Background: an optimization exercise with open tools, aiming at small area, a short achievable clock period and few clock cycles per item. Do not read the settings as production practice.
In this exercise RTL edits were held to simulation tests only and were not proved equivalent to the original.

### flow/standard.sh
#!/bin/bash
# synth_recipe.tcl (not shown) runs the flow's synth.tcl, then flattens the netlist and writes it again
# the make line also repeats each setting of config.mk as NAME=value (left out here)
make -C /OpenROAD-flow-scripts/flow DESIGN_CONFIG=/design/flow/config.mk WORK_HOME=/design/flow/orfs CLKGATE_MAP_FILE= SYNTH_SCRIPT=/design/flow/synth_recipe.tcl "${@:-finish}"
### flow/flow/merge_inv.py
#!/usr/bin/env python3
"""merge_inv.py NETLIST OUT LIB

Fold an inverter into the inverting gate that drives it, when the inverter
is that gate's only load and the gate's complement (same pins, e.g.
nand2 -> and2, a21oi -> a21o, mux2i -> mux2) is a smaller cell than the
two together. The function is unchanged."""
import re, sys
from collections import defaultdict

text = open(sys.argv[1]).read()
INST = re.compile(r'^(\s*)(sky130_fd_sc_hd__\w+)\s+(\\\S+|\S+)\s*\((.*?)\);\n', re.M | re.S)
PIN = re.compile(r'\.(\w+)\(\s*(\\\S+\s|[^()\s]+(?:\[\d+\])?)\s*\)')
insts = []
for m in INST.finditer(text):
    pins = {p: n.strip() for p, n in PIN.findall(m.group(4))}
    insts.append((m, pins))
uses = defaultdict(int)
for tok in re.findall(r'(\\\S+\s|[A-Za-z_][\w$]*(?:\[\d+\])?)', text):
    uses[tok.strip()] += 1
drv = {}
for k, (m, pins) in enumerate(insts):
    for p, n in pins.items():
        if p in ('X', 'Y'):
            drv[n] = k
# gate family -> family of its complement with the same pins (output X)
PAIRS = {'nand2': 'and2', 'nand3': 'and3', 'nand4': 'and4', 'nor2': 'or2',
         'nor3': 'or3', 'nor4': 'or4', 'nand2b': 'and2b', 'nand3b': 'and3b',
         'nand4b': 'and4b', 'nor2b': 'or2b', 'nor3b': 'or3b', 'nor4b': 'or4b',
         'a21oi': 'a21o', 'o21ai': 'o21a', 'a22oi': 'a22o', 'o22ai': 'o22a',
         'a211oi': 'a211o', 'o211ai': 'o211a', 'a31oi': 'a31o', 'o31ai': 'o31a',
         'a32oi': 'a32o', 'o32ai': 'o32a', 'a41oi': 'a41o', 'o41ai': 'o41a',
         'a221oi': 'a221o', 'o221ai': 'o221a', 'a311oi': 'a311o',
         'o311ai': 'o311a', 'a2111oi': 'a2111o', 'o2111ai': 'o2111a',
         'a21boi': 'a21bo', 'o21bai': 'o21ba', 'a2bb2oi': 'a2bb2o',
         'o2bb2ai': 'o2bb2a', 'mux2i': 'mux2', 'xnor2': 'xor2', 'xor2': 'xnor2'}
lib = open(sys.argv[3]).read()
area = {m.group(1): float(m.group(3)) for m in re.finditer(
    r'cell \("?(sky130_fd_sc_hd__\w+)"?\)\s*\{(.*?)area\s*:\s*([\d.]+)', lib, re.S)}
def smallest(f):
    cs = [c for c in area if re.fullmatch(rf'sky130_fd_sc_hd__{f}_\d+', c)]
    return min(cs, key=lambda c: (area[c], c)) if cs else None
drop, repl = set(), {}
for k, (m, pins) in enumerate(insts):
    fam = re.match(r'sky130_fd_sc_hd__(\w+?)_\d+$', m.group(2))
    if not fam or fam.group(1) != 'inv' or 'A' not in pins:
        continue
    n = pins['A']
    d = drv.get(n)
    if d is None or d in drop:
        continue
    dm, dpins = insts[d]
    dfam = re.match(r'sky130_fd_sc_hd__(\w+?)_\d+$', dm.group(2))
    if not dfam or dfam.group(1) not in PAIRS:
        continue
    # the gate's output must be used only by this inverter: the name appears
    # once as the gate's output, once as the inverter's input, and in its
    # wire declaration
    if uses[n] != 3:
        continue
    to = smallest(PAIRS[dfam.group(1)])
    if to is None or area[to] >= area[dm.group(2)] + area[m.group(2)]:
        continue
    ins = [p for p in dpins if p not in ('X', 'Y')]
    def net(x):
        return x + ' ' if x.startswith('\\') else x
    body = ",\n".join(f"    .{p}({net(dpins[p])})" for p in ins) + f",\n    .X({net(pins['Y'])})\n"
    repl[k] = f"{m.group(1)}{to} {m.group(3)} (\n{body}  );\n"
    drop.add(d)
out, last = [], 0
for k, (m, pins) in enumerate(insts):
    out.append(text[last:m.start()])
    if k in drop:
        pass
    elif k in repl:
        out.append(repl[k])
    else:
        out.append(m.group(0))
    last = m.end()
out.append(text[last:])
open(sys.argv[2], 'w').write("".join(out))
print(f"{len(repl)} inverters folded")
### flow/constraint.sdc
create_clock -name core_clock -period 38.0 [get_ports {clk}]
set_input_delay 7.6000 -clock core_clock [delete_from_list [all_inputs] [get_ports {clk}]]
set_output_delay 7.6000 -clock core_clock [all_outputs]
set_load 0.01 [all_outputs]
### flow/flow/run.sh
#!/bin/bash
# Layout flow: the standard layout (standard.sh) with these changes.
#  1. Synthesis is the standard synthesis run with Yosys's `synth -noabc`, so
#     the full adders written out in the RTL are found by extract_fa before any
#     ABC restructuring (saving the inverters ABC leaves between them). The
#     registers are the standard synthesis's: same cells, and renamed to the
#     standard synthesis's names (rename_regs.py checks that they pair one to
#     one). If they do not pair, the standard synthesis is used as it is.
#  2. Every combinational cell of that netlist is set to the smallest drive
#     strength of its family (downsize.py); the flow's repair steps size up
#     what timing, slew or load needs.
#     Then an inverter that is the only load of the inverting gate driving
#     it is folded with that gate into the gate's non-inverting version
#     (merge_inv.py: nand2 + inv -> and2, a21oi + inv -> a21o, ...).
#     Last, ABC re-maps the combinational cells (all but the full adders) for
#     area: strash; dch -f; amap; topo; dnsize (remap.tcl, remap.abc).
#  3. The buffers on the input and output ports are buf_1 cells instead of
#     the flow's default choice, a delay cell (clkdlybuf4s50_1).
#  5. Clock tree synthesis runs with the flow's usual arguments plus
#     -dont_use_dummy_load (no dummy load cells on the clock tree's leaves).
# Each step's output goes to a log file of its own in this folder; the ORFS
# tools' own logs are under orfs/logs.
set -euo pipefail
R=$(pwd)/orfs/results/sky130hd/calc/base

# the standard synthesis, kept for its register names
bash standard.sh synth > 1_standard_synth.log 2>&1
cp "$R/1_2_yosys.v" std_1_2_yosys.v

# the same synthesis without ABC in Yosys's synth
rm -f "$R/1_2_yosys.v" "$R/1_synth.odb" "$R/1_synth.sdc"
if bash standard.sh SYNTH_ARGS=-noabc "$R/1_2_yosys.v" > 2_noabc_synth.log 2>&1 &&
   python3 flow/rename_regs.py std_1_2_yosys.v "$R/1_2_yosys.v" renamed_1_2_yosys.v > 3_rename.log 2>&1; then
  cp renamed_1_2_yosys.v "$R/1_2_yosys.v"
else
  echo "no-abc synthesis not used" >> 3_rename.log
  cp std_1_2_yosys.v "$R/1_2_yosys.v"
fi
# every combinational cell at the smallest drive strength of its family;
# the repair steps of the layout size up what timing, slew or load needs
python3 flow/downsize.py "$FLOW_HOME/platforms/sky130hd/lib/sky130_fd_sc_hd__tt_025C_1v80.lib" \
  "$R/1_2_yosys.v" downsized_1_2_yosys.v > 5_downsize.log 2>&1 &&
  cp downsized_1_2_yosys.v "$R/1_2_yosys.v"
# an inverter that alone loads the inverting gate driving it (NAND, NOR,
# AOI, OAI, ...) becomes, with that gate, the gate's non-inverting version
python3 flow/merge_inv.py "$R/1_2_yosys.v" merged_1_2_yosys.v \
  "$FLOW_HOME/platforms/sky130hd/lib/sky130_fd_sc_hd__tt_025C_1v80.lib" > 6_merge_inv.log 2>&1 &&
  cp merged_1_2_yosys.v "$R/1_2_yosys.v"
# the combinational cells re-mapped by ABC for area (remap.tcl, remap.abc);
# kept only if the registers are still the standard synthesis's
YOSYS="$FLOW_HOME/../tools/install/yosys/bin/yosys"
[[ -x "$YOSYS" ]] || YOSYS=yosys
DONT_USE=$(sed -n '/DONT_USE_CELLS += /,/^#/p' "$FLOW_HOME/platforms/sky130hd/config.mk" |
           grep -o 'sky130_fd_sc_hd__[A-Za-z0-9_]*' | tr '\n' ' ')
export DONT_USE
if NET="$R/1_2_yosys.v" OUT=remapped_1_2_yosys.v SCRIPT=flow/remap.abc \
     LIB="$FLOW_HOME/platforms/sky130hd/lib/sky130_fd_sc_hd__tt_025C_1v80.lib" \
     "$YOSYS" -c flow/remap.tcl > 7_remap.log 2>&1 &&
   python3 flow/rename_regs.py std_1_2_yosys.v remapped_1_2_yosys.v remapped2_1_2_yosys.v > 8_remap_regs.log 2>&1 &&
   ! grep -q -w -F -f <(tr ' ' '\n' <<< "$DONT_USE" | grep .) remapped2_1_2_yosys.v; then
  cp remapped2_1_2_yosys.v "$R/1_2_yosys.v"
else
  echo "re-mapped netlist not used" >> 8_remap_regs.log
fi
touch "$R/1_2_yosys.v"

bash standard.sh BUFFER_PORTS_ARGS="-buffer_cell sky130_fd_sc_hd__buf_1" SETUP_SLACK_MARGIN=29.55 CTS_ARGS="-sink_clustering_enable -repair_clock_nets -buf_list sky130_fd_sc_hd__clkbuf_8 -dont_use_dummy_load" finish > 4_layout.log 2>&1
### flow/design.v
module calc (
                  input [7:0]  inpA ,
                  input [7:0]  inpB ,
                  input [01:0] inpOpType ,
                  output[15:0] outC  ,
                  input        iValid ,
                  output       iStall ,
                  input        oStall ,
                  output       oValid ,
                  input        clk ,
                  input        rstn
                  ) ;
   reg         v0, v1, vo, vs ;
   reg         nvo, nvs ;
   reg  [7:0]  a0, b0 ;
   reg  [1:0]  op0 ;
   reg         dv1 ;           
   reg  [19:0] r1 ;
   reg  [15:0] ro, rs ;
   wire        frz  = ~nvs ;              
   wire        take = ~oStall | nvo ;     
   wire        sub  = op0[0] ;
   wire [7:0]  bx   = b0 ^ {8{sub}} ;
   wire [8:0]  ac ;
   wire [7:0]  as ;
   assign ac[0] = sub ;
   genvar j ;
   generate
     for (j = 0; j < 8; j = j + 1) begin : g_as
       assign as[j]   = a0[j] ^ bx[j] ^ ac[j] ;
       assign ac[j+1] = (a0[j] & bx[j]) | (a0[j] & ac[j]) | (bx[j] & ac[j]) ;
     end
   endgenerate
   wire        ov   = ac[8] ^ sub ;           
   wire [15:0] r_as = {{7{ov & sub}}, ov, as} ;
   wire [15:0] r_mul ;
   wire m_pp0_0 = a0[0] & b0[0];
   wire m_pp0_1 = a0[0] & b0[1];
   wire m_pp0_2 = a0[0] & b0[2];
   wire m_pp0_3 = a0[0] & b0[3];
   wire m_pp0_4 = a0[0] & b0[4];
   wire m_pp0_5 = a0[0] & b0[5];
   wire m_pp0_6 = a0[0] & b0[6];
   wire m_pp0_7 = a0[0] & b0[7];
   wire m_pp1_0 = a0[1] & b0[0];
   wire m_pp1_1 = a0[1] & b0[1];
   wire m_pp1_2 = a0[1] & b0[2];
   wire m_pp1_3 = a0[1] & b0[3];
   wire m_pp1_4 = a0[1] & b0[4];
   wire m_pp1_5 = a0[1] & b0[5];
   wire m_pp1_6 = a0[1] & b0[6];
   wire m_pp1_7 = a0[1] & b0[7];
   wire m_pp2_0 = a0[2] & b0[0];
   wire m_pp2_1 = a0[2] & b0[1];
   wire m_pp2_2 = a0[2] & b0[2];
   wire m_pp2_3 = a0[2] & b0[3];
   wire m_pp2_4 = a0[2] & b0[4];
   wire m_pp2_5 = a0[2] & b0[5];
   wire m_pp2_6 = a0[2] & b0[6];
   wire m_pp2_7 = a0[2] & b0[7];
   wire m_pp3_0 = a0[3] & b0[0];
   wire m_pp3_1 = a0[3] & b0[1];
   wire m_pp3_2 = a0[3] & b0[2];
   wire m_pp3_3 = a0[3] & b0[3];
   wire m_pp3_4 = a0[3] & b0[4];
   wire m_pp3_5 = a0[3] & b0[5];
   wire m_pp3_6 = a0[3] & b0[6];
   wire m_pp3_7 = a0[3] & b0[7];
   wire m_pp4_0 = a0[4] & b0[0];
   wire m_pp4_1 = a0[4] & b0[1];
   wire m_pp4_2 = a0[4] & b0[2];
   wire m_pp4_3 = a0[4] & b0[3];
   wire m_pp4_4 = a0[4] & b0[4];
   wire m_pp4_5 = a0[4] & b0[5];
   wire m_pp4_6 = a0[4] & b0[6];
   wire m_pp4_7 = a0[4] & b0[7];
   wire m_pp5_0 = a0[5] & b0[0];
   wire m_pp5_1 = a0[5] & b0[1];
   wire m_pp5_2 = a0[5] & b0[2];
   wire m_pp5_3 = a0[5] & b0[3];
   wire m_pp5_4 = a0[5] & b0[4];
   wire m_pp5_5 = a0[5] & b0[5];
   wire m_pp5_6 = a0[5] & b0[6];
   wire m_pp5_7 = a0[5] & b0[7];
   wire m_pp6_0 = a0[6] & b0[0];
   wire m_pp6_1 = a0[6] & b0[1];
   wire m_pp6_2 = a0[6] & b0[2];
   wire m_pp6_3 = a0[6] & b0[3];
   wire m_pp6_4 = a0[6] & b0[4];
   wire m_pp6_5 = a0[6] & b0[5];
   wire m_pp6_6 = a0[6] & b0[6];
   wire m_pp6_7 = a0[6] & b0[7];
   wire m_pp7_0 = a0[7] & b0[0];
   wire m_pp7_1 = a0[7] & b0[1];
   wire m_pp7_2 = a0[7] & b0[2];
   wire m_pp7_3 = a0[7] & b0[3];
   wire m_pp7_4 = a0[7] & b0[4];
   wire m_pp7_5 = a0[7] & b0[5];
   wire m_pp7_6 = a0[7] & b0[6];
   wire m_pp7_7 = a0[7] & b0[7];
   wire m_w1 = m_pp0_6 ^ m_pp1_5;
   wire m_w2 = m_pp0_6 & m_pp1_5;
   wire m_w3 = m_pp0_7 ^ m_pp1_6 ^ m_pp2_5;
   wire m_w4 = (m_pp0_7 & m_pp1_6) | (m_pp0_7 & m_pp2_5) | (m_pp1_6 & m_pp2_5);
   wire m_w5 = m_pp3_4 ^ m_pp4_3;
   wire m_w6 = m_pp3_4 & m_pp4_3;
   wire m_w7 = m_pp1_7 ^ m_pp2_6 ^ m_pp3_5;
   wire m_w8 = (m_pp1_7 & m_pp2_6) | (m_pp1_7 & m_pp3_5) | (m_pp2_6 & m_pp3_5);
   wire m_w9 = m_pp4_4 ^ m_pp5_3;
   wire m_w10 = m_pp4_4 & m_pp5_3;
   wire m_w11 = m_pp2_7 ^ m_pp3_6 ^ m_pp4_5;
   wire m_w12 = (m_pp2_7 & m_pp3_6) | (m_pp2_7 & m_pp4_5) | (m_pp3_6 & m_pp4_5);
   wire m_w13 = m_pp0_4 ^ m_pp1_3;
   wire m_w14 = m_pp0_4 & m_pp1_3;
   wire m_w15 = m_pp0_5 ^ m_pp1_4 ^ m_pp2_3;
   wire m_w16 = (m_pp0_5 & m_pp1_4) | (m_pp0_5 & m_pp2_3) | (m_pp1_4 & m_pp2_3);
   wire m_w17 = m_pp3_2 ^ m_pp4_1;
   wire m_w18 = m_pp3_2 & m_pp4_1;
   wire m_w19 = m_w1 ^ m_pp2_4 ^ m_pp3_3;
   wire m_w20 = (m_w1 & m_pp2_4) | (m_w1 & m_pp3_3) | (m_pp2_4 & m_pp3_3);
   wire m_w21 = m_pp4_2 ^ m_pp5_1 ^ m_pp6_0;
   wire m_w22 = (m_pp4_2 & m_pp5_1) | (m_pp4_2 & m_pp6_0) | (m_pp5_1 & m_pp6_0);
   wire m_w23 = m_w3 ^ m_w5 ^ m_pp5_2;
   wire m_w24 = (m_w3 & m_w5) | (m_w3 & m_pp5_2) | (m_w5 & m_pp5_2);
   wire m_w25 = m_pp6_1 ^ m_pp7_0 ^ m_w2;
   wire m_w26 = (m_pp6_1 & m_pp7_0) | (m_pp6_1 & m_w2) | (m_pp7_0 & m_w2);
   wire m_w27 = m_w7 ^ m_w9 ^ m_pp6_2;
   wire m_w28 = (m_w7 & m_w9) | (m_w7 & m_pp6_2) | (m_w9 & m_pp6_2);
   wire m_w29 = m_pp7_1 ^ m_w4 ^ m_w6;
   wire m_w30 = (m_pp7_1 & m_w4) | (m_pp7_1 & m_w6) | (m_w4 & m_w6);
   wire m_w31 = m_w11 ^ m_pp5_4 ^ m_pp6_3;
   wire m_w32 = (m_w11 & m_pp5_4) | (m_w11 & m_pp6_3) | (m_pp5_4 & m_pp6_3);
   wire m_w33 = m_pp7_2 ^ m_w8 ^ m_w10;
   wire m_w34 = (m_pp7_2 & m_w8) | (m_pp7_2 & m_w10) | (m_w8 & m_w10);
   wire m_w35 = m_pp3_7 ^ m_pp4_6 ^ m_pp5_5;
   wire m_w36 = (m_pp3_7 & m_pp4_6) | (m_pp3_7 & m_pp5_5) | (m_pp4_6 & m_pp5_5);
   wire m_w37 = m_pp6_4 ^ m_pp7_3 ^ m_w12;
   wire m_w38 = (m_pp6_4 & m_pp7_3) | (m_pp6_4 & m_w12) | (m_pp7_3 & m_w12);
   wire m_w39 = m_pp4_7 ^ m_pp5_6 ^ m_pp6_5;
   wire m_w40 = (m_pp4_7 & m_pp5_6) | (m_pp4_7 & m_pp6_5) | (m_pp5_6 & m_pp6_5);
   wire m_w41 = m_pp0_3 ^ m_pp1_2;
   wire m_w42 = m_pp0_3 & m_pp1_2;
   wire m_w43 = m_w13 ^ m_pp2_2 ^ m_pp3_1;
   wire m_w44 = (m_w13 & m_pp2_2) | (m_w13 & m_pp3_1) | (m_pp2_2 & m_pp3_1);
   wire m_w45 = m_w15 ^ m_w17 ^ m_pp5_0;
   wire m_w46 = (m_w15 & m_w17) | (m_w15 & m_pp5_0) | (m_w17 & m_pp5_0);
   wire m_w47 = m_w19 ^ m_w21 ^ m_w16;
   wire m_w48 = (m_w19 & m_w21) | (m_w19 & m_w16) | (m_w21 & m_w16);
   wire m_w49 = m_w23 ^ m_w25 ^ m_w20;
   wire m_w50 = (m_w23 & m_w25) | (m_w23 & m_w20) | (m_w25 & m_w20);
   wire m_w51 = m_w27 ^ m_w29 ^ m_w24;
   wire m_w52 = (m_w27 & m_w29) | (m_w27 & m_w24) | (m_w29 & m_w24);
   wire m_w53 = m_w31 ^ m_w33 ^ m_w28;
   wire m_w54 = (m_w31 & m_w33) | (m_w31 & m_w28) | (m_w33 & m_w28);
   wire m_w55 = m_w35 ^ m_w37 ^ m_w32;
   wire m_w56 = (m_w35 & m_w37) | (m_w35 & m_w32) | (m_w37 & m_w32);
   wire m_w57 = m_w39 ^ m_pp7_4 ^ m_w36;
   wire m_w58 = (m_w39 & m_pp7_4) | (m_w39 & m_w36) | (m_pp7_4 & m_w36);
   wire m_w59 = m_pp5_7 ^ m_pp6_6 ^ m_pp7_5;
   wire m_w60 = (m_pp5_7 & m_pp6_6) | (m_pp5_7 & m_pp7_5) | (m_pp6_6 & m_pp7_5);
   wire m_w61 = m_pp0_2 ^ m_pp1_1;
   wire m_w62 = m_pp0_2 & m_pp1_1;
   wire m_w63 = m_w41 ^ m_pp2_1 ^ m_pp3_0;
   wire m_w64 = (m_w41 & m_pp2_1) | (m_w41 & m_pp3_0) | (m_pp2_1 & m_pp3_0);
   wire m_w65 = m_w43 ^ m_pp4_0 ^ m_w42;
   wire m_w66 = (m_w43 & m_pp4_0) | (m_w43 & m_w42) | (m_pp4_0 & m_w42);
   wire m_w67 = m_w45 ^ m_w14 ^ m_w44;
   wire m_w68 = (m_w45 & m_w14) | (m_w45 & m_w44) | (m_w14 & m_w44);
   wire m_w69 = m_w47 ^ m_w18 ^ m_w46;
   wire m_w70 = (m_w47 & m_w18) | (m_w47 & m_w46) | (m_w18 & m_w46);
   wire m_w71 = m_w49 ^ m_w22 ^ m_w48;
   wire m_w72 = (m_w49 & m_w22) | (m_w49 & m_w48) | (m_w22 & m_w48);
   wire m_w73 = m_w51 ^ m_w26 ^ m_w50;
   wire m_w74 = (m_w51 & m_w26) | (m_w51 & m_w50) | (m_w26 & m_w50);
   wire m_w75 = m_w53 ^ m_w30 ^ m_w52;
   wire m_w76 = (m_w53 & m_w30) | (m_w53 & m_w52) | (m_w30 & m_w52);
   wire m_w77 = m_w55 ^ m_w34 ^ m_w54;
   wire m_w78 = (m_w55 & m_w34) | (m_w55 & m_w54) | (m_w34 & m_w54);
   wire m_w79 = m_w57 ^ m_w38 ^ m_w56;
   wire m_w80 = (m_w57 & m_w38) | (m_w57 & m_w56) | (m_w38 & m_w56);
   wire m_w81 = m_w59 ^ m_w40 ^ m_w58;
   wire m_w82 = (m_w59 & m_w40) | (m_w59 & m_w58) | (m_w40 & m_w58);
   wire m_w83 = m_pp6_7 ^ m_pp7_6 ^ m_w60;
   wire m_w84 = (m_pp6_7 & m_pp7_6) | (m_pp6_7 & m_w60) | (m_pp7_6 & m_w60);
   wire m_w85 = m_pp0_1 ^ m_pp1_0;
   wire m_w86 = m_pp0_1 & m_pp1_0;
   wire m_w87 = m_w61 ^ m_pp2_0 ^ m_w86;
   wire m_w88 = (m_w61 & m_pp2_0) | (m_w61 & m_w86) | (m_pp2_0 & m_w86);
   wire m_w89 = m_w63 ^ m_w62 ^ m_w88;
   wire m_w90 = (m_w63 & m_w62) | (m_w63 & m_w88) | (m_w62 & m_w88);
   wire m_w91 = m_w65 ^ m_w64 ^ m_w90;
   wire m_w92 = (m_w65 & m_w64) | (m_w65 & m_w90) | (m_w64 & m_w90);
   wire m_w93 = m_w67 ^ m_w66 ^ m_w92;
   wire m_w94 = (m_w67 & m_w66) | (m_w67 & m_w92) | (m_w66 & m_w92);
   wire m_w95 = m_w69 ^ m_w68 ^ m_w94;
   wire m_w96 = (m_w69 & m_w68) | (m_w69 & m_w94) | (m_w68 & m_w94);
   wire m_w97 = m_w71 ^ m_w70 ^ m_w96;
   wire m_w98 = (m_w71 & m_w70) | (m_w71 & m_w96) | (m_w70 & m_w96);
   wire m_w99 = m_w73 ^ m_w72 ^ m_w98;
   wire m_w100 = (m_w73 & m_w72) | (m_w73 & m_w98) | (m_w72 & m_w98);
   wire m_w101 = m_w75 ^ m_w74 ^ m_w100;
   wire m_w102 = (m_w75 & m_w74) | (m_w75 & m_w100) | (m_w74 & m_w100);
   wire m_w103 = m_w77 ^ m_w76 ^ m_w102;
   wire m_w104 = (m_w77 & m_w76) | (m_w77 & m_w102) | (m_w76 & m_w102);
   wire m_w105 = m_w79 ^ m_w78 ^ m_w104;
   wire m_w106 = (m_w79 & m_w78) | (m_w79 & m_w104) | (m_w78 & m_w104);
   wire m_w107 = m_w81 ^ m_w80 ^ m_w106;
   wire m_w108 = (m_w81 & m_w80) | (m_w81 & m_w106) | (m_w80 & m_w106);
   wire m_w109 = m_w83 ^ m_w82 ^ m_w108;
   wire m_w110 = (m_w83 & m_w82) | (m_w83 & m_w108) | (m_w82 & m_w108);
   wire m_w111 = m_pp7_7 ^ m_w84 ^ m_w110;
   wire m_w112 = (m_pp7_7 & m_w84) | (m_pp7_7 & m_w110) | (m_w84 & m_w110);
   wire m_w113 = 1'b0 ^ m_w112;
   wire m_w114 = 1'b0 & m_w112;
   assign r_mul = {m_w113,m_w111,m_w109,m_w107,m_w105,m_w103,m_w101,m_w99,m_w97,m_w95,m_w93,m_w91,m_w89,m_w87,m_w85,m_pp0_0};
   wire dhhz1 = ~|b0[7:1] ;
   wire dhhz2 = ~|b0[7:2] ;
   wire dhhz3 = ~|b0[7:3] ;
   wire dhhz4 = ~|b0[7:4] ;
   wire dhhz5 = ~|b0[7:5] ;
   wire dhhz6 = ~|b0[7:6] ;
   wire dhhz7 = ~|b0[7:7] ;
   wire dhhz8 = 1'b1 ;
   wire dh7_hz = dhhz1 ;
   wire [1:0] dh7_br ;
   wire [0:0] dh7_d ;
   assign dh7_br[0] = 1'b0 ;
   assign dh7_d[0] = a0[7] ^ b0[0] ^ dh7_br[0] ;
   assign dh7_br[1] = (~a0[7] & b0[0]) | (~(a0[7] ^ b0[0]) & dh7_br[0]) ;
   wire dh7_q = dh7_hz & ~dh7_br[1] ;
   wire dh7_r0 = dh7_q ? dh7_d[0] : a0[7] ;
   wire dh6_hz = dhhz2 ;
   wire [2:0] dh6_br ;
   wire [1:0] dh6_d ;
   assign dh6_br[0] = 1'b0 ;
   assign dh6_d[0] = a0[6] ^ b0[0] ^ dh6_br[0] ;
   assign dh6_br[1] = (~a0[6] & b0[0]) | (~(a0[6] ^ b0[0]) & dh6_br[0]) ;
   assign dh6_d[1] = dh7_r0 ^ b0[1] ^ dh6_br[1] ;
   assign dh6_br[2] = (~dh7_r0 & b0[1]) | (~(dh7_r0 ^ b0[1]) & dh6_br[1]) ;
   wire dh6_q = dh6_hz & ~dh6_br[2] ;
   wire dh6_r0 = dh6_q ? dh6_d[0] : a0[6] ;
   wire dh6_r1 = dh6_q ? dh6_d[1] : dh7_r0 ;
   wire dh5_hz = dhhz3 ;
   wire [3:0] dh5_br ;
   wire [2:0] dh5_d ;
   assign dh5_br[0] = 1'b0 ;
   assign dh5_d[0] = a0[5] ^ b0[0] ^ dh5_br[0] ;
   assign dh5_br[1] = (~a0[5] & b0[0]) | (~(a0[5] ^ b0[0]) & dh5_br[0]) ;
   assign dh5_d[1] = dh6_r0 ^ b0[1] ^ dh5_br[1] ;
   assign dh5_br[2] = (~dh6_r0 & b0[1]) | (~(dh6_r0 ^ b0[1]) & dh5_br[1]) ;
   assign dh5_d[2] = dh6_r1 ^ b0[2] ^ dh5_br[2] ;
   assign dh5_br[3] = (~dh6_r1 & b0[2]) | (~(dh6_r1 ^ b0[2]) & dh5_br[2]) ;
   wire dh5_q = dh5_hz & ~dh5_br[3] ;
   wire dh5_r0 = dh5_q ? dh5_d[0] : a0[5] ;
   wire dh5_r1 = dh5_q ? dh5_d[1] : dh6_r0 ;
   wire dh5_r2 = dh5_q ? dh5_d[2] : dh6_r1 ;
   wire dh4_hz = dhhz4 ;
   wire [4:0] dh4_br ;
   wire [3:0] dh4_d ;
   assign dh4_br[0] = 1'b0 ;
   assign dh4_d[0] = a0[4] ^ b0[0] ^ dh4_br[0] ;
   assign dh4_br[1] = (~a0[4] & b0[0]) | (~(a0[4] ^ b0[0]) & dh4_br[0]) ;
   assign dh4_d[1] = dh5_r0 ^ b0[1] ^ dh4_br[1] ;
   assign dh4_br[2] = (~dh5_r0 & b0[1]) | (~(dh5_r0 ^ b0[1]) & dh4_br[1]) ;
   assign dh4_d[2] = dh5_r1 ^ b0[2] ^ dh4_br[2] ;
   assign dh4_br[3] = (~dh5_r1 & b0[2]) | (~(dh5_r1 ^ b0[2]) & dh4_br[2]) ;
   assign dh4_d[3] = dh5_r2 ^ b0[3] ^ dh4_br[3] ;
   assign dh4_br[4] = (~dh5_r2 & b0[3]) | (~(dh5_r2 ^ b0[3]) & dh4_br[3]) ;
   wire dh4_q = dh4_hz & ~dh4_br[4] ;
   wire dh4_r0 = dh4_q ? dh4_d[0] : a0[4] ;
   wire dh4_r1 = dh4_q ? dh4_d[1] : dh5_r0 ;
   wire dh4_r2 = dh4_q ? dh4_d[2] : dh5_r1 ;
   wire dh4_r3 = dh4_q ? dh4_d[3] : dh5_r2 ;
   wire [19:0] dstate = {b0, {dh7_q, dh6_q, dh5_q, dh4_q}, {dh4_r3, dh4_r2, dh4_r1, dh4_r0}, a0[3:0]} ;
   wire        dv0  = op0[1] & op0[0] ;
   wire [19:0] r1_n = {dstate[19:16], dv0 ? dstate[15:0] : (op0[1] ? r_mul : r_as)} ;
   wire [7:0]  b1 = r1[19:12] ;
   wire dlhz1 = ~|b1[7:1] ;
   wire dlhz2 = ~|b1[7:2] ;
   wire dlhz3 = ~|b1[7:3] ;
   wire dlhz4 = ~|b1[7:4] ;
   wire dlhz5 = ~|b1[7:5] ;
   wire dlhz6 = ~|b1[7:6] ;
   wire dlhz7 = ~|b1[7:7] ;
   wire dlhz8 = 1'b1 ;
   wire dl3_hz = dlhz5 ;
   wire [5:0] dl3_br ;
   wire [4:0] dl3_d ;
   assign dl3_br[0] = 1'b0 ;
   assign dl3_d[0] = r1[3] ^ b1[0] ^ dl3_br[0] ;
   assign dl3_br[1] = (~r1[3] & b1[0]) | (~(r1[3] ^ b1[0]) & dl3_br[0]) ;
   assign dl3_d[1] = r1[4] ^ b1[1] ^ dl3_br[1] ;
   assign dl3_br[2] = (~r1[4] & b1[1]) | (~(r1[4] ^ b1[1]) & dl3_br[1]) ;
   assign dl3_d[2] = r1[5] ^ b1[2] ^ dl3_br[2] ;
   assign dl3_br[3] = (~r1[5] & b1[2]) | (~(r1[5] ^ b1[2]) & dl3_br[2]) ;
   assign dl3_d[3] = r1[6] ^ b1[3] ^ dl3_br[3] ;
   assign dl3_br[4] = (~r1[6] & b1[3]) | (~(r1[6] ^ b1[3]) & dl3_br[3]) ;
   assign dl3_d[4] = r1[7] ^ b1[4] ^ dl3_br[4] ;
   assign dl3_br[5] = (~r1[7] & b1[4]) | (~(r1[7] ^ b1[4]) & dl3_br[4]) ;
   wire dl3_q = dl3_hz & ~dl3_br[5] ;
   wire dl3_r0 = dl3_q ? dl3_d[0] : r1[3] ;
   wire dl3_r1 = dl3_q ? dl3_d[1] : r1[4] ;
   wire dl3_r2 = dl3_q ? dl3_d[2] : r1[5] ;
   wire dl3_r3 = dl3_q ? dl3_d[3] : r1[6] ;
   wire dl3_r4 = dl3_q ? dl3_d[4] : r1[7] ;
   wire dl2_hz = dlhz6 ;
   wire [6:0] dl2_br ;
   wire [5:0] dl2_d ;
   assign dl2_br[0] = 1'b0 ;
   assign dl2_d[0] = r1[2] ^ b1[0] ^ dl2_br[0] ;
   assign dl2_br[1] = (~r1[2] & b1[0]) | (~(r1[2] ^ b1[0]) & dl2_br[0]) ;
   assign dl2_d[1] = dl3_r0 ^ b1[1] ^ dl2_br[1] ;
   assign dl2_br[2] = (~dl3_r0 & b1[1]) | (~(dl3_r0 ^ b1[1]) & dl2_br[1]) ;
   assign dl2_d[2] = dl3_r1 ^ b1[2] ^ dl2_br[2] ;
   assign dl2_br[3] = (~dl3_r1 & b1[2]) | (~(dl3_r1 ^ b1[2]) & dl2_br[2]) ;
   assign dl2_d[3] = dl3_r2 ^ b1[3] ^ dl2_br[3] ;
   assign dl2_br[4] = (~dl3_r2 & b1[3]) | (~(dl3_r2 ^ b1[3]) & dl2_br[3]) ;
   assign dl2_d[4] = dl3_r3 ^ b1[4] ^ dl2_br[4] ;
   assign dl2_br[5] = (~dl3_r3 & b1[4]) | (~(dl3_r3 ^ b1[4]) & dl2_br[4]) ;
   assign dl2_d[5] = dl3_r4 ^ b1[5] ^ dl2_br[5] ;
   assign dl2_br[6] = (~dl3_r4 & b1[5]) | (~(dl3_r4 ^ b1[5]) & dl2_br[5]) ;
   wire dl2_q = dl2_hz & ~dl2_br[6] ;
   wire dl2_r0 = dl2_q ? dl2_d[0] : r1[2] ;
   wire dl2_r1 = dl2_q ? dl2_d[1] : dl3_r0 ;
   wire dl2_r2 = dl2_q ? dl2_d[2] : dl3_r1 ;
   wire dl2_r3 = dl2_q ? dl2_d[3] : dl3_r2 ;
   wire dl2_r4 = dl2_q ? dl2_d[4] : dl3_r3 ;
   wire dl2_r5 = dl2_q ? dl2_d[5] : dl3_r4 ;
   wire dl1_hz = dlhz7 ;
   wire [7:0] dl1_br ;
   wire [6:0] dl1_d ;
   assign dl1_br[0] = 1'b0 ;
   wire dl1_g0 = ~r1[1] & b1[0] ;
   wire dl1_p0 = ~(r1[1] ^ b1[0]) ;
   wire dl1_g1 = ~dl2_r0 & b1[1] ;
   wire dl1_p1 = ~(dl2_r0 ^ b1[1]) ;
   wire dl1_g2 = ~dl2_r1 & b1[2] ;
   wire dl1_p2 = ~(dl2_r1 ^ b1[2]) ;
   wire dl1_g3 = ~dl2_r2 & b1[3] ;
   wire dl1_p3 = ~(dl2_r2 ^ b1[3]) ;
   wire dl1_g4 = ~dl2_r3 & b1[4] ;
   wire dl1_p4 = ~(dl2_r3 ^ b1[4]) ;
   wire dl1_g5 = ~dl2_r4 & b1[5] ;
   wire dl1_p5 = ~(dl2_r4 ^ b1[5]) ;
   wire dl1_g6 = ~dl2_r5 & b1[6] ;
   wire dl1_p6 = ~(dl2_r5 ^ b1[6]) ;
   assign dl1_br[1] = dl1_g0 | (dl1_p0 & dl1_br[0]) ;
   assign dl1_br[2] = dl1_g1 | (dl1_p1 & dl1_g0) | (dl1_p1 & dl1_p0 & dl1_br[0]) ;
   assign dl1_br[3] = dl1_g2 | (dl1_p2 & dl1_br[2]) ;
   assign dl1_br[4] = dl1_g3 | (dl1_p3 & dl1_g2) | (dl1_p3 & dl1_p2 & dl1_br[2]) ;
   assign dl1_br[5] = dl1_g4 | (dl1_p4 & dl1_br[4]) ;
   assign dl1_br[6] = dl1_g5 | (dl1_p5 & dl1_g4) | (dl1_p5 & dl1_p4 & dl1_br[4]) ;
   assign dl1_br[7] = dl1_g6 | (dl1_p6 & dl1_br[6]) ;
   assign dl1_d[0] = r1[1] ^ b1[0] ^ dl1_br[0] ;
   assign dl1_d[1] = dl2_r0 ^ b1[1] ^ dl1_br[1] ;
   assign dl1_d[2] = dl2_r1 ^ b1[2] ^ dl1_br[2] ;
   assign dl1_d[3] = dl2_r2 ^ b1[3] ^ dl1_br[3] ;
   assign dl1_d[4] = dl2_r3 ^ b1[4] ^ dl1_br[4] ;
   assign dl1_d[5] = dl2_r4 ^ b1[5] ^ dl1_br[5] ;
   assign dl1_d[6] = dl2_r5 ^ b1[6] ^ dl1_br[6] ;
   wire dl1_q = dl1_hz & ~dl1_br[7] ;
   wire dl1_r0 = dl1_q ? dl1_d[0] : r1[1] ;
   wire dl1_r1 = dl1_q ? dl1_d[1] : dl2_r0 ;
   wire dl1_r2 = dl1_q ? dl1_d[2] : dl2_r1 ;
   wire dl1_r3 = dl1_q ? dl1_d[3] : dl2_r2 ;
   wire dl1_r4 = dl1_q ? dl1_d[4] : dl2_r3 ;
   wire dl1_r5 = dl1_q ? dl1_d[5] : dl2_r4 ;
   wire dl1_r6 = dl1_q ? dl1_d[6] : dl2_r5 ;
   wire dl0_hz = dlhz8 ;
   wire [8:0] dl0_br ;
   wire [7:0] dl0_d ;
   assign dl0_br[0] = 1'b0 ;
   wire dl0_g0 = ~r1[0] & b1[0] ;
   wire dl0_p0 = ~(r1[0] ^ b1[0]) ;
   wire dl0_g1 = ~dl1_r0 & b1[1] ;
   wire dl0_p1 = ~(dl1_r0 ^ b1[1]) ;
   wire dl0_g2 = ~dl1_r1 & b1[2] ;
   wire dl0_p2 = ~(dl1_r1 ^ b1[2]) ;
   wire dl0_g3 = ~dl1_r2 & b1[3] ;
   wire dl0_p3 = ~(dl1_r2 ^ b1[3]) ;
   wire dl0_g4 = ~dl1_r3 & b1[4] ;
   wire dl0_p4 = ~(dl1_r3 ^ b1[4]) ;
   wire dl0_g5 = ~dl1_r4 & b1[5] ;
   wire dl0_p5 = ~(dl1_r4 ^ b1[5]) ;
   wire dl0_g6 = ~dl1_r5 & b1[6] ;
   wire dl0_p6 = ~(dl1_r5 ^ b1[6]) ;
   wire dl0_g7 = ~dl1_r6 & b1[7] ;
   wire dl0_p7 = ~(dl1_r6 ^ b1[7]) ;
   assign dl0_br[1] = dl0_g0 | (dl0_p0 & dl0_br[0]) ;
   assign dl0_br[2] = dl0_g1 | (dl0_p1 & dl0_g0) | (dl0_p1 & dl0_p0 & dl0_br[0]) ;
   assign dl0_br[3] = dl0_g2 | (dl0_p2 & dl0_br[2]) ;
   assign dl0_br[4] = dl0_g3 | (dl0_p3 & dl0_g2) | (dl0_p3 & dl0_p2 & dl0_br[2]) ;
   assign dl0_br[5] = dl0_g4 | (dl0_p4 & dl0_br[4]) ;
   assign dl0_br[6] = dl0_g5 | (dl0_p5 & dl0_g4) | (dl0_p5 & dl0_p4 & dl0_br[4]) ;
   assign dl0_br[7] = dl0_g6 | (dl0_p6 & dl0_br[6]) ;
   assign dl0_br[8] = dl0_g7 | (dl0_p7 & dl0_g6) | (dl0_p7 & dl0_p6 & dl0_br[6]) ;
   assign dl0_d[0] = r1[0] ^ b1[0] ^ dl0_br[0] ;
   assign dl0_d[1] = dl1_r0 ^ b1[1] ^ dl0_br[1] ;
   assign dl0_d[2] = dl1_r1 ^ b1[2] ^ dl0_br[2] ;
   assign dl0_d[3] = dl1_r2 ^ b1[3] ^ dl0_br[3] ;
   assign dl0_d[4] = dl1_r3 ^ b1[4] ^ dl0_br[4] ;
   assign dl0_d[5] = dl1_r4 ^ b1[5] ^ dl0_br[5] ;
   assign dl0_d[6] = dl1_r5 ^ b1[6] ^ dl0_br[6] ;
   assign dl0_d[7] = dl1_r6 ^ b1[7] ^ dl0_br[7] ;
   wire dl0_q = dl0_hz & ~dl0_br[8] ;
   wire [15:0] res = dv1 ? ((b1 == 8'd0) ? 16'd0 : {8'd0, r1[11:8], {dl3_q, dl2_q, dl1_q, dl0_q}})
                         : r1[15:0] ;
   reg         vo_n, vs_n ;
   always @* begin
     vo_n = ~nvo ;
     vs_n = frz ;
     if (take) begin
       if (frz) begin
         vo_n = 1'b1 ;
         vs_n = 1'b0 ;
       end
       else vo_n = v1 ;
     end
     else if (!frz) vs_n = v1 ;
   end
always @(posedge clk or negedge rstn) begin
  if (!rstn) begin
    v0  <= 1'b0 ;
    v1  <= 1'b0 ;
    vo  <= 1'b0 ;
    vs  <= 1'b0 ;
    nvo <= 1'b1 ;
    nvs <= 1'b1 ;
  end
  else begin
    if (!frz) begin
      v0 <= iValid ;
      v1 <= v0 ;
    end
    vo  <= vo_n ;
    vs  <= vs_n ;
    nvo <= ~vo_n ;
    nvs <= ~vs_n ;
  end
end
always @(posedge clk) begin
  if (!frz) begin
    a0  <= inpA ;
    b0  <= inpB ;
    op0 <= inpOpType ;
    dv1 <= dv0 ;
    r1  <= r1_n ;
  end
  if (take) ro <= frz ? rs : res ;
  if (!frz) rs <= res ;
end
assign iStall = vs ;
assign oValid = vo ;
assign outC   = ro ;
endmodule
### flow/flow/rename_regs.py
#!/usr/bin/env python3
"""rename_regs.py STD NEW OUT

STD and NEW are two Yosys netlists of the same design, from the standard
synthesis and from the same synthesis with `synth -noabc`. Their registers are
the same but may differ in the suffix Yosys puts after the register's name
(for example ro[0]$_DFFE_PN_ against ro[0]$_DFFE_PP_: the polarity of the
enable, before it was mapped to the library's enable flip-flop). Write NEW to
OUT with each register instance renamed to the standard synthesis's name.
Exit 1, writing nothing, unless every register pairs one to one, with the
same cell type."""
import re, sys

REG = re.compile(r'^\s*(sky130_fd_sc_hd__\w*df\w*)\s+(\\\S+|\S+)\s*\(', re.M)

def regs(text):
    out = {}
    for cell, name in REG.findall(text):
        base = name.lstrip('\\').split('$')[0]
        if base in out:
            raise SystemExit(f"two registers with base name {base}")
        out[base] = (cell, name)
    return out

std_t = open(sys.argv[1]).read()
new_t = open(sys.argv[2]).read()
std, new = regs(std_t), regs(new_t)
if set(std) != set(new):
    sys.exit(f"register sets differ: {sorted(set(std) ^ set(new))[:10]}")
for b in std:
    if std[b][0] != new[b][0]:
        sys.exit(f"cell type differs for {b}: {std[b][0]} {new[b][0]}")
n = 0
def sub(m):
    global n
    cell, name = m.group(1), m.group(2)
    base = name.lstrip('\\').split('$')[0]
    want = std[base][1]
    if want != name:
        n += 1
    return m.group(0).replace(name, want, 1)
out = REG.sub(sub, new_t)
# no name may be used twice
names = [nm for _, nm in REG.findall(out)]
assert len(names) == len(set(names))
open(sys.argv[3], 'w').write(out)
print(f"{len(std)} registers paired, {n} renamed")
### flow/flow/remap.abc
strash; dch -f; amap; topo; dnsize
### flow/config.mk
export PLATFORM = sky130hd
export DESIGN_NAME = calc
export DESIGN_NICKNAME = calc
export VERILOG_FILES = /design/flow/design.v
export SDC_FILE = /design/flow/constraint.sdc
export NUM_CORES = 4
export LEC_CHECK = 0
export ABC_AREA = 1
export CAP_MARGIN = 20
export CORE_MARGIN = 2
export CORE_UTILIZATION = 60
export CTS_BUF_LIST = sky130_fd_sc_hd__clkbuf_8
export SLEW_MARGIN = 20
### flow/flow/downsize.py
#!/usr/bin/env python3
"""downsize.py LIB NETLIST OUT

Give every combinational cell of a Yosys netlist the smallest-area drive
strength of its own cell family (same function and pins, e.g. nand2_4 ->
nand2_1). Registers, adders and tie cells are left as they are. The flow's
repair steps afterwards size up whatever timing, slew or load needs."""
import re, sys

lib = open(sys.argv[1]).read()
area = {m.group(1): float(m.group(3)) for m in re.finditer(
    r'cell \("?(sky130_fd_sc_hd__\w+)"?\)\s*\{(.*?)area\s*:\s*([\d.]+)', lib, re.S)}
dont = {'sky130_fd_sc_hd__probe_p_8', 'sky130_fd_sc_hd__probec_p_8'}
fam = {}
for c in area:
    m = re.match(r'(sky130_fd_sc_hd__\w+?)_(\d+)$', c)
    if m and c not in dont and 'lpflow' not in c:
        fam.setdefault(m.group(1), []).append(c)
skip = re.compile(r'__(e?s?df|dl|sdf|edf|fa|ha|fah|conb|tap|fill|decap|clk|probe|dly|bufbuf|bufinv)')
best = {}
for f, cs in fam.items():
    best[f] = min(cs, key=lambda c: (area[c], c))
text = open(sys.argv[2]).read()
n = 0
def sub(m):
    global n
    c = m.group(1)
    if skip.search(c):
        return m.group(0)
    f = re.match(r'(sky130_fd_sc_hd__\w+?)_(\d+)$', c)
    if not f or f.group(1) not in best or best[f.group(1)] == c:
        return m.group(0)
    n += 1
    return m.group(0).replace(c, best[f.group(1)], 1)
out = re.sub(r'^\s*(sky130_fd_sc_hd__\w+)\s', sub, text, flags=re.M)
open(sys.argv[3], 'w').write(out)
print(f"{n} cells downsized")
### flow/flow/remap.tcl
# Re-map a mapped netlist's combinational cells with ABC for area.
# Full adders, registers and tie cells stay as they are; half adders are
# re-mapped with the rest.
# Environment: NET (input netlist), OUT (output netlist), LIB (liberty),
# SCRIPT (ABC script), DONT_USE (cells ABC may not use).
yosys -import
set L $::env(LIB)
read_liberty -ignore_miss_func $L
read_verilog $::env(NET)
hierarchy -top calc
foreach m [list sky130_fd_sc_hd__fa_1 sky130_fd_sc_hd__fa_2 \
               sky130_fd_sc_hd__edfxtp_1 sky130_fd_sc_hd__dfxtp_1 sky130_fd_sc_hd__dfrtp_1 \
               sky130_fd_sc_hd__dfstp_1 sky130_fd_sc_hd__dfstp_2 sky130_fd_sc_hd__conb_1] {
  if {[llength [tee -q -s result.string select -list-mod $m]]} { blackbox $m }
}
flatten
opt_clean
# the platform's don't-use cells (DONT_USE_CELLS) are left out
set dont {}
foreach c [split [string trim $::env(DONT_USE)]] { if {$c ne ""} { lappend dont -dont_use $c } }
abc -liberty $L {*}$dont -script $::env(SCRIPT)
opt_clean -purge
splitnets
opt_clean -purge
hilomap -singleton -hicell sky130_fd_sc_hd__conb_1 HI -locell sky130_fd_sc_hd__conb_1 LO
insbuf -buf sky130_fd_sc_hd__buf_4 A X
opt_clean -purge
check
stat -liberty $L
write_verilog -noattr -nohex -nodec $::env(OUT)
==> summary.md, run 1 <==
| Metric | Value |
|---|---|
| Outcome | complete, no violations |
| GRT Util Overall | 0.272 |
| Routability cong. | around 0.95 |
| Synth warn | 1 |
| Wirelength per Cell | 18.9 µm |
| Area Growth Syn to Fin | 11.4% |
| Hold path start | v1 |
| Initial Utilization | 0.617 |
| Fmax | around 120 MHz |
| Syn Nets | 538 |
| Startpoint Class | flop |
| Row count | 33 |
| Die area | 9190 µm² |
| Fillcell total | just over 600 |
| Syn Inst Count | 441 |
| Most frequent cells in the layout | 81 x nor2_1, 68 x fa_1, 55 x edfxtp_1 |
| Worst-path clk slew | ~0.090 ns |
| Vias in the first global route | 3,684 |
| Hold Path Class | reg -> reg |
| Post-Syn Area | 5070 µm² |
| Pre-CTS setup slack | 28.89 ns |
| Period utilisation layout | 0.223 |
| Post-Syn Area per Cell | approximately 11 µm² |
| Peak per-stage delay on the critical path | ~0.40 ns |
| Die height | about 96 µm |
| H-tree depth | 3 |
| First-pass GRT wire length | ~18,000 µm |
| Inserted Diodes | 0 |
| Hold WS | 0.446 ns |
| Slew Viols, Final | 0 |
| Hpwl dp | between 8000 and 9000 µm |
| Crit-path cells | clkbuf_2 |
| Worst path slowest cell | edfxtp_1 |
| Crit-path leading delay family | flip-flops |
| Final net count | 599 |
| Vias | roughly 3,700 |
| Setup crit end kind | output pin |
| DR vias/cell | 6.09 |
| Arr. time, crit path | about 0.87 ns |
| Post-CTS Hold Fix Bufs | 0 |
| Final core utilization | 0.687 |
| CTS tree | yes |
| Drt drc | 0 |
| Worst r2r path cells | 38 |
| WL final | 11,400 µm |
| GRT overflow | 0 |
| Initial drt markers | 201 |
| Core ar. | 8220 µm² |
| Setup TNS Final | 0 ns |
| Buf/Inv on CP | 1 |
| Initial antenna violation count | 0 |
| Commonest non-fill, non-tap cell in the layout | nor2_1 |
| Clock latency (worst-skew pair) | 0.35 ns |
| Worst slew pin tran | around 0.97 ns |
| Hold endpoint | nvo |
| Setup-failing EPs final | 0 |
| Fin worst setup slack | 29.53 ns |
| Buffer type at the clock tree root | clkbuf_8 |
| Ratio of cells with drive above 1 in the final layout | 0.118 |
| Die W | 95.9 µm |
| WS Path Type | reg -> out |
| Relative slew slack | 0.352 |
| Final min period | ~8.5 ns |
| Final ANT Viol Nets | 0 |
| Crit-path max FO | 1 |
| R2R setup slack | a little under 30 ns |
| Unrepaired setup endpoints after global routing | yes |
| CTS Buffer Depth | 2 |
| Number of CTS-inserted buffers | 9 |
| Worst Skew | 0.0248 ns |
| Sequential Area | roughly 2100 µm² |
| Ports | 40 |
| DRT Pass-1 Iters | 5 |
| Port Buffers | 39 |
| Worst reg2reg path endpoint | ro[0] |
| Max cap viols | 0 |
| Largest net degree at the start of global routing | 45 |
| Sink Count | 77 |
| FF-to-FF Start | r1[12] |
| Multi-input logic area | 2810 µm² |
| Final hold violations | 0 |
| CP Data Required Time | 30.40 ns |
| Hold Path Depth | 1 |
through the flow:
stage	instance area [µm²]	std cells
after global placement	5350	585
after detailed placement	5350	585
after CTS	5520	598
final	5640	605
after floorplan	5070	441
after global routing	5640	605
final cells by class:
| class | instances | area share |
|---|---|---|
| inverters | 50 | 0.0353 |
| clock buffers | 9 | 0.0220 |
| repair buffers | 50 | 0.0446 |
| well taps | 105 | 0.0233 |
| flip-flops and latches | 77 | 0.376 |
| multi-input cells | 314 | 0.498 |
worst max-delay path by stage:
stage,start,to,cells past startpoint
CTS,ro[0],outC[0],1
floorplan,r1[12],ro[0],37
finish,ro[0],outC[0],1
global placement,r1[12],ro[0],37
global route,r1[12],ro[0],38
detailed placement,r1[13],ro[0],35
registers in the layout (all words and copies together), names as in the netlist:
signal and cells:
nvs 1, ro 16, a0 8, b0 8
op0 2, vs 1, r1 20, rs 16
dv1 1, vo 1, v0 1, nvo 1
v1 1
what timing repair did:
| action | CTS | global route |
|---|---|---|
| gates resized for setup | 5 | 35 |
| buffers inserted | 4 | 7 |
| pin swaps | 3 | 6 |
| setup endpoints to repair | 9 | 20 |
layer usage:
layer / share of wire / wire length, µm / global-route usage
met5: 0 / 0 / 0
met4: 0.022 / 254 / 0.112
met3: 0.063 / 725 / 0.0384
met2: 0.51 / 5840 / 0.458
met1: 0.40 / 4610 / 0.358
Testbench counts, summed over its fixed seeds: cycles 12,024, items 12,000.
==> run 2: changes to the inputs <==
--- a/flow/config.mk
+++ b/flow/config.mk
@@ -9,5 +9,5 @@
 export CAP_MARGIN = 20
 export CORE_MARGIN = 2
-export CORE_UTILIZATION = 60
+export CORE_UTILIZATION = 40
 export CTS_BUF_LIST = sky130_fd_sc_hd__clkbuf_8
 export SLEW_MARGIN = 20
==> run 2 against run 1 <==
Net effect:
- utilization fell by 23 points
- non-clock buffer count fell by 1
- via count fell by 1.8%
- area after synthesis did not move
- synthesized cell count did not move
- design area rose by 1.3%
- die area rose by 48%
- clock skew rose by 0.0044 ns
==> summary.md, run 2 <==
| Metric | Value |
|---|---|
| Outcome | complete, no violations (unchanged) |
| Area Growth Syn to Fin | 12.8% (was 11.4%) |
| Setup-failing EPs final | 0 (unchanged) |
| Final net count | 598 (was 599) |
| Fmax | 118 MHz (about the same) |
| Largest net degree at the start of global routing | 45 (unchanged) |
| Ports | 40 (unchanged) |
| Ratio of cells with drive above 1 in the final layout | 0.114 (was 0.118) |
| Sink Count | 77 (unchanged) |
| Worst Skew | 0.0292 ns (was 0.0248 ns) |
| H-tree depth | 3 (unchanged) |
| Period utilisation layout | 0.223 (about the same) |
| Initial Utilization | 0.405 (was 0.617) |
| Die height | 117 µm (was 95.9 µm) |
| Stages on the worst setup path | 1 (unchanged) |
| Peak per-stage delay on the critical path | 0.37 ns (was 0.40 ns) |
| DRT Pass-1 Iters | 6 (was 5) |
| Pre-CTS setup slack | 28.91 ns (was 28.89 ns) |
| Hold Path Class | reg -> reg (unchanged) |
| Setup crit end kind | output pin (unchanged) |
| Worst reg2reg path endpoint | ro[0] (unchanged) |
| Buf/Inv on CP | 1 (unchanged) |
| Vias | 3,615 (was 3,683) |
| Hold WS | 0.418 ns (was 0.446 ns) |
| Drt drc | 0 (unchanged) |
| Post-Syn Area per Cell | 11.5 µm² (unchanged) |
| CP endpoint | outC[9] (was outC[0]) |
| R2R setup slack | 29.92 ns (was 29.85 ns) |
| Inserted Diodes | 0 (unchanged) |
| First-pass GRT wire length | 19,200 µm (was 18,300 µm) |
| Commonest non-fill, non-tap cell in the layout | nor2_1 (unchanged) |
| Final Cell Area | 5720 µm² (was 5640 µm²) |
| Port Buffers | 39 (unchanged) |
| Worst r2r path cells | 37 (was 38) |
| Die W | 117 µm (was 95.9 µm) |
| Largest register FFs | 20 (unchanged) |
| Worst-path clk slew | 0.09 ns (about the same) |
| Hpwl dp | 8750 µm (was 8410 µm) |
| Arr. time, crit path | 0.88 ns (was 0.87 ns) |
| Critical path startpoint | ro[9] (was ro[0]) |
| Die area | 13,600 µm² (was 9190 µm²) |
| Core ar. | 12,500 µm² (was 8220 µm²) |
| Post-Layout Cell Count | 671 (was 605) |
| Unrepaired setup endpoints after global routing | yes (unchanged) |
| Number of CTS-inserted buffers | 9 (unchanged) |
| Post-DP Area | 5440 µm² (was 5350 µm²) |
| Worst slew pin tran | 0.883 ns (was 0.973 ns) |
| Most frequent cells in the layout | 81 x nor2_1, 70 x fa_1, 55 x edfxtp_1 (was 81 x nor2_1, 68 x fa_1, 55 x edfxtp_1) |
| Final hold violations | 0 (unchanged) |
| Crit-path max FO | 1 (unchanged) |
| Synth warn | 1 (unchanged) |
| Wirelength per Cell | 17.4 µm (was 18.9 µm) |
| Final core utilization | 0.457 (was 0.687) |
| Vias in the first global route | 3,727 (was 3,684) |
| Syn Inst Count | 441 (unchanged) |
| Routability cong. | 0.942 (was 0.952) |
| Top flop regs | r1 (20), ro (16), rs (16) (unchanged) |
| Max cap viols | 0 (unchanged) |
| FF-to-FF Start | r1[12] (unchanged) |
| Post-Syn Area | 5070 µm² (unchanged) |
| Initial antenna violation count | 0 (unchanged) |
| CTS Buffer Depth | 2 (unchanged) |
| CP Data Required Time | 30.40 ns (about the same) |
| Clock latency (worst-skew pair) | 0.38 ns (was 0.35 ns) |
| Final min period | 8.48 ns (was 8.47 ns) |
| DR vias/cell | 5.39 (was 6.09) |
| Setup TNS Final | 0 ns (unchanged) |
| Worst path slowest cell | edfxtp_1 (unchanged) |
| Largest reg by FF count | r1 (unchanged) |
| Crit-path leading delay family | flip-flops (unchanged) |
| WS Path Type | reg -> out (unchanged) |
| Syn Nets | 538 (unchanged) |
| GRT overflow | 0 (unchanged) |
| Fillcell total | 1,192 (was 609) |
| Crit-path cells | clkbuf_2 (unchanged) |
| Fin worst setup slack | 29.52 ns (was 29.53 ns) |
| WL final | 11,700 µm (was 11,400 µm) |
| # placed instances | 653 (was 585) |
| Slew Viols, Final | 0 (unchanged) |
| CTS tree | yes (unchanged) |
| Final ANT Viol Nets | 0 (unchanged) |
| Row count | 41 (was 33) |
| Buffer type at the clock tree root | clkbuf_8 (unchanged) |
| Relative slew slack | 0.409 (was 0.352) |
| GRT Util Overall | 0.189 (was 0.272) |
| Initial drt markers | 391 (was 201) |
| Startpoint Class | flop (unchanged) |
run 2: cell types whose count changed in the layout (fill, tap and decap cells not counted), sizes merged:
cell and delta:
buf -1, clkinv +1, clkinvlp -1
run 2: worst register-to-register path, delay by kind of cell, from the launching register on:
kind | cells | cell delay [ns]
buffers and inverters | 2 | 0.19
adder cells (fa/ha/maj) | 11 | 4.22
AO/OA/AOI/OAI | 16 | 2.02
flip-flops | 1 | 0.42
AND/OR/NAND/NOR | 8 | 0.95
run 2: worst min-delay path by stage:
stage                      to  from  cells past startpoint
after floorplan           nvo    v1                      1
after global placement    nvo    v1                      1
after detailed placement  nvo    v1                      1
after CTS                 nvo    v1                      1
after global routing      nvo    v1                      1
final                     nvo    v1                      1
run 2: cell type report:
cell class	instances	area (µm²)	share of cell area
Clock buffer	9	124	0.0217
Multi-Input combinational cell	314	2820	0.492
Inverter	50	194	0.0339
Tap cell	172	215	0.0376
Timing Repair Buffer	49	244	0.0427
Sequential cell	77	2120	0.372
run 2: timing repair:
action / in CTS / in global routing
pin swaps: 3 / 3
hold buffers: 0 / 0
endpoints found under the setup margin: 20 / 20
setup buffers: 5 / 4
resized for setup: 4 / 35
run 2: routing by layer:
metal,wire [µm],track usage,vias to the layer above
li1,-,-,1681
met5,0,0,-
met1,4980,0.251,1770
met3,758,0.0509,15
met4,154,0.0478,0
met2,5810,0.311,149

afterwards: timing with drivers on the ports:
No port has a modelled driver above. Below, the same layouts with a new extraction and two added sets of constraints. Step 1: set_driving_cell puts a clkbuf_16 on clk and a buf_2 on each other input, an assumption about the parent block. Step 2, shift: input delay + t, output delay - t, t = (earliest + latest rising clock arrival at the registers) / 2. This alone moves slack from input paths to output paths. Slacks: no drivers / after step 1 / after step 2; pairs: no drivers / after step 1.
run	t, ns	setup slack, ns	hold WS [ns]
run 1	0.368	29.526 / 29.496 / 29.458	0.446 / 0.446 / 0.446
run 2	0.398	29.517 / 29.483 / 29.453	0.418 / 0.418 / 0.418
After both steps setup and hold are still met in every run listed. For run 1, which loses most, drivers alone change the setup slack by -0.030 ns; drivers and shift together by -0.068 ns.
